This design comes from an exercise in tuning for small area, a short achievable clock period and few clock cycles per item on the open sky130 flow, not from production work.
Power figures rest on the tool's default switching activity, not on a simulated workload.

== v6 ==
==> flow/design.v (excerpt) <==
module bin2bcd(
    input clk,
    input reset,
    input start,               
    input [11:0] bin_in,       
    output reg [15:0] bcd_out,  
    output reg done             
);
    wire [11:0] x = bin_in;
    wire [13:0] s;          
    wire i_27, i_28, i_29, i_30, i_31, i_32, i_33, i_34, i_35, i_36, i_37, i_38, i_39, i_40, i_41, i_42, i_43, i_44, i_45, i_46, i_47, i_48, i_49, i_50, i_51, i_52, i_53, i_54, i_55, i_56, i_57, i_58, i_60, i_61, i_63, i_65, i_67, i_68, i_69, i_72;
    assign i_27 = ~x[9]& x[11];
    assign i_28 = x[8]& ~x[10];
    assign i_29 = i_27 & ~i_28;
    assign i_30 = x[9]& ~x[11];
    assign i_31 = ~x[8]& x[10];
    assign i_32 = i_30 & ~i_31;
    assign i_33 = ~i_29 & ~i_32;
    assign i_34 = ~x[7]& ~i_33;
    assign i_35 = ~x[10]& i_27;
    assign i_36 = x[10]& ~i_27;
    assign i_37 = ~x[8]& ~i_30;
    assign i_38 = i_36 & ~i_37;
    assign i_39 = ~i_35 & ~i_38;
    assign i_40 = x[8]& ~i_39;
    assign i_41 = ~x[8]& i_39;
    assign i_42 = ~i_40 & ~i_41;
    assign i_43 = i_34 & ~i_42;
    assign i_44 = i_36 & i_37;
    assign i_45 = x[8]& i_35;
    assign i_46 = ~i_44 & ~i_45;
    assign i_47 = x[7]& ~i_46;
    assign i_48 = ~i_43 & ~i_47;
    assign i_49 = ~i_33 & ~i_43;
    assign i_50 = i_46 & ~i_49;
    assign i_51 = ~x[7]& ~i_50;
    assign i_52 = ~i_42 & ~i_51;
    assign i_53 = ~i_34 & ~i_52;
    assign i_54 = ~x[6]& i_53;
    assign i_55 = x[7]& i_50;
    assign i_56 = ~i_51 & ~i_55;
    assign i_57 = i_54 & i_56;
    assign i_58 = i_53 & ~i_57;
    assign s[9]= ~i_48 | i_58;
    assign i_60 = ~x[6]& s[9];
    assign i_61 = x[6]& ~s[9];
    assign s[6]= i_60 | i_61;
    assign i_63 = i_56 & ~i_60;
    assign s[7]= ~i_54 & ~i_63;
    assign i_65 = x[6]& ~i_48;
    assign s[8]= i_57 | i_65;
    assign i_67 = x[11]& ~i_35;
    assign i_68 = ~i_50 & ~i_67;
    assign i_69 = x[11]& i_38;
    assign s[10]= i_68 | i_69;
    assign s[11]= ~i_39 & ~i_67;
    assign i_72 = ~i_36 & i_50;
    assign s[12]= i_67 & i_72;
    assign s[13]= i_67 & ~i_72;
    assign s[0]= x[0];
    assign s[1]= x[1];
    assign s[2]= x[2];
    assign s[3]= x[3];
    assign s[4]= x[4];
    assign s[5]= x[5];
    reg [13:0] s_q;
    always @(posedge clk)
        s_q <= s;
    always @(posedge clk or posedge reset)
    begin
        if (reset)
            done <= 1'b0;
        else
            done <= start;
  ...
Size in the first run: roughly 200 cells after synthesis, roughly 15 flip-flops, ~1200 sq um of cells after synthesis.
==> flow/config.mk <==
export PLATFORM = sky130hd
export DESIGN_NAME = bin2bcd
export DESIGN_NICKNAME = bin2bcd
export VERILOG_FILES = /design/flow/design.v
export SDC_FILE = /design/flow/constraint.sdc
export NUM_CORES = 4
export LEC_CHECK = 0
export CAP_MARGIN = 20
export CORE_AREA = 2.3 2.72 59.8 59.84
export DIE_AREA = 0 0 62 62
export SLEW_MARGIN = 20
==> flow/constraint.sdc <==
create_clock -name core_clock -period 5.0 [get_ports {clk}]
set_input_delay 1.0000 -clock core_clock [delete_from_list [all_inputs] [get_ports {clk}]]
set_output_delay 1.0000 -clock core_clock [all_outputs]
set_load 0.01 [all_outputs]
standard.sh (not shown) runs the stock make flow with config.mk's settings and CLKGATE_MAP_FILE= SYNTH_SCRIPT=/design/flow/synth_recipe.tcl, a recipe that flattens the netlist after the stock synthesis.
==> flow/flow/run.sh <==
#!/bin/bash
# Own flow: the standard layout (standard.sh), with these changes:
#  - synthesis maps the logic with its own ABC scripts: flow/abc_in.script for
#    the logic before the registers, flow/abc_out.script for the logic after
#    them (flow/my_synth.tcl); Yosys does not extract half/full adders
#    (ADDER_MAP_FILE empty); everything else in synthesis is the standard
#    script (synth_recipe.tcl);
#  - ports are buffered with sky130_fd_sc_hd__buf_1 instead of the default buffer.
# Each tool's output goes to a log file of its own in the work folder.
set -euo pipefail
W=$(pwd)
F=$W/flow
export MY_ABC_IN=$F/abc_in.script
export MY_ABC_OUT=$F/abc_out.script
export FLOW_SYNTH_TCL=$W/synth_recipe.tcl
make -C "$FLOW_HOME" DESIGN_CONFIG="$W/config.mk" WORK_HOME="$W/orfs" CLKGATE_MAP_FILE= \
  SYNTH_SCRIPT="$F/my_synth.tcl" ADDER_MAP_FILE= synth > "$W/synth.log" 2>&1
export BUFFER_PORTS_ARGS="-buffer_cell sky130_fd_sc_hd__buf_1"
bash standard.sh > "$W/layout.log" 2>&1
==> flow/flow/abc_in.script <==
strash
dch
map -D 2500
topo
stime -c
==> flow/flow/abc_out.script <==
strash
dch
map -D 1750
topo
stime -c
==> flow/flow/my_synth.tcl <==
# The standard synthesis script (synth_recipe.tcl), with only ABC's mapping
# scripts replaced. The logic in the input cone of the output ports (after the
# registers) is mapped with MY_ABC_OUT, the rest (before the registers) with
# MY_ABC_IN. Yosys's -import skips commands that already exist, so this abc
# wrapper is the one synth.tcl calls.
proc abc {args} {
  set i [lsearch -exact $args -script]
  set a_out $args
  set a_in $args
  if {$i >= 0} {
    lset a_out [expr {$i + 1}] $::env(MY_ABC_OUT)
    lset a_in [expr {$i + 1}] $::env(MY_ABC_IN)
  }
  yosys select -set my_out_cone o:* %cie*
  yosys abc {*}$a_out @my_out_cone
  yosys select -clear
  yosys abc {*}$a_in
}
source $::env(FLOW_SYNTH_TCL)
--- input diff v6..v7 ---
==> flow/flow/run.sh <==
#!/bin/bash
# Own flow: the standard layout, with two changes:
#  - synthesis maps the logic with an area-oriented ABC script (flow/abc_map.script);
#    Yosys does not extract half/full adders (ADDER_MAP_FILE empty);
#    everything else in synthesis is the standard script;
#  - ports are buffered with sky130_fd_sc_hd__buf_1 instead of the default buffer.
set -euo pipefail
W=$(pwd)
F=$W/flow
export MY_ABC_SCRIPT=$F/abc_map.script
export FLOW_SYNTH_TCL=$W/synth_recipe.tcl
make -C "$FLOW_HOME" DESIGN_CONFIG="$W/config.mk" WORK_HOME="$W/orfs" CLKGATE_MAP_FILE= \
  SYNTH_SCRIPT="$F/my_synth.tcl" ADDER_MAP_FILE= synth > "$W/synth.log" 2>&1
export BUFFER_PORTS_ARGS="-buffer_cell sky130_fd_sc_hd__buf_1"
cp standard.sh standard_used.sh
bash standard.sh > "$W/layout.log" 2>&1
==> flow/flow/abc_map.script (new file) <==
strash
dch
amap
topo
stime -c
==> flow/flow/my_synth.tcl <==
# The standard synthesis script (synth_recipe.tcl), with only the script
# that ABC maps the logic with replaced by MY_ABC_SCRIPT. Yosys's -import skips
# commands that already exist, so this abc wrapper is the one synth.tcl calls.
proc abc {args} {
  set i [lsearch -exact $args -script]
  if {$i >= 0} { lset args [expr {$i + 1}] $::env(MY_ABC_SCRIPT) }
  yosys abc {*}$args
}
source $::env(FLOW_SYNTH_TCL)
removed: flow/flow/abc_in.script
removed: flow/flow/abc_out.script
Delta (v7 minus v6): number of cells in the design after placement decreased by 24 relative to the old numbers, half-perimeter wire length after detailed placement decreased by 12% relative to the old numbers, worst setup slack before clock tree synthesis decreased by 0.79 ns relative to the old numbers, synthesized area decreased by 11% relative to the old numbers. Summary of the comparison: fraction of power consumed by combinational cells is lower in v7, relative to v6. v7 vs v6 — via count dropped by more than 10%.
Function was not checked in any run of this note: the RTL went through the layout flow alone.

separate check: timing with driven ports:
In the flow no input, the clock included, has a driving cell. The finished layouts below were timed again as built, in two steps. Step 1 sets driving cells, clkbuf_16 on the clock port and buf_2 on the other inputs (assumed; they add their load-dependent delay and slew). Step 2 times the ports against the registers' clock, not the clock port: input delays grow and output delays shrink by t, the midpoint of the rising clock arrivals with the driver on. Slacks: no drivers / after step 1 / after step 2; pairs: no drivers / after step 1.
| run | t, ns | slack for setup (ns) | worst data-port slew with drivers (ns) | pins driven straight from the clock port |
|---|---|---|---|---|
| v6 | 0.294 | 0.628 / 0.607 / 0.901 | 0.03 | 1 |
| v7 | 0.286 | 0.437 / 0.415 / 0.701 | 0.03 | 1 |
After both steps setup and hold are still met in every run listed.
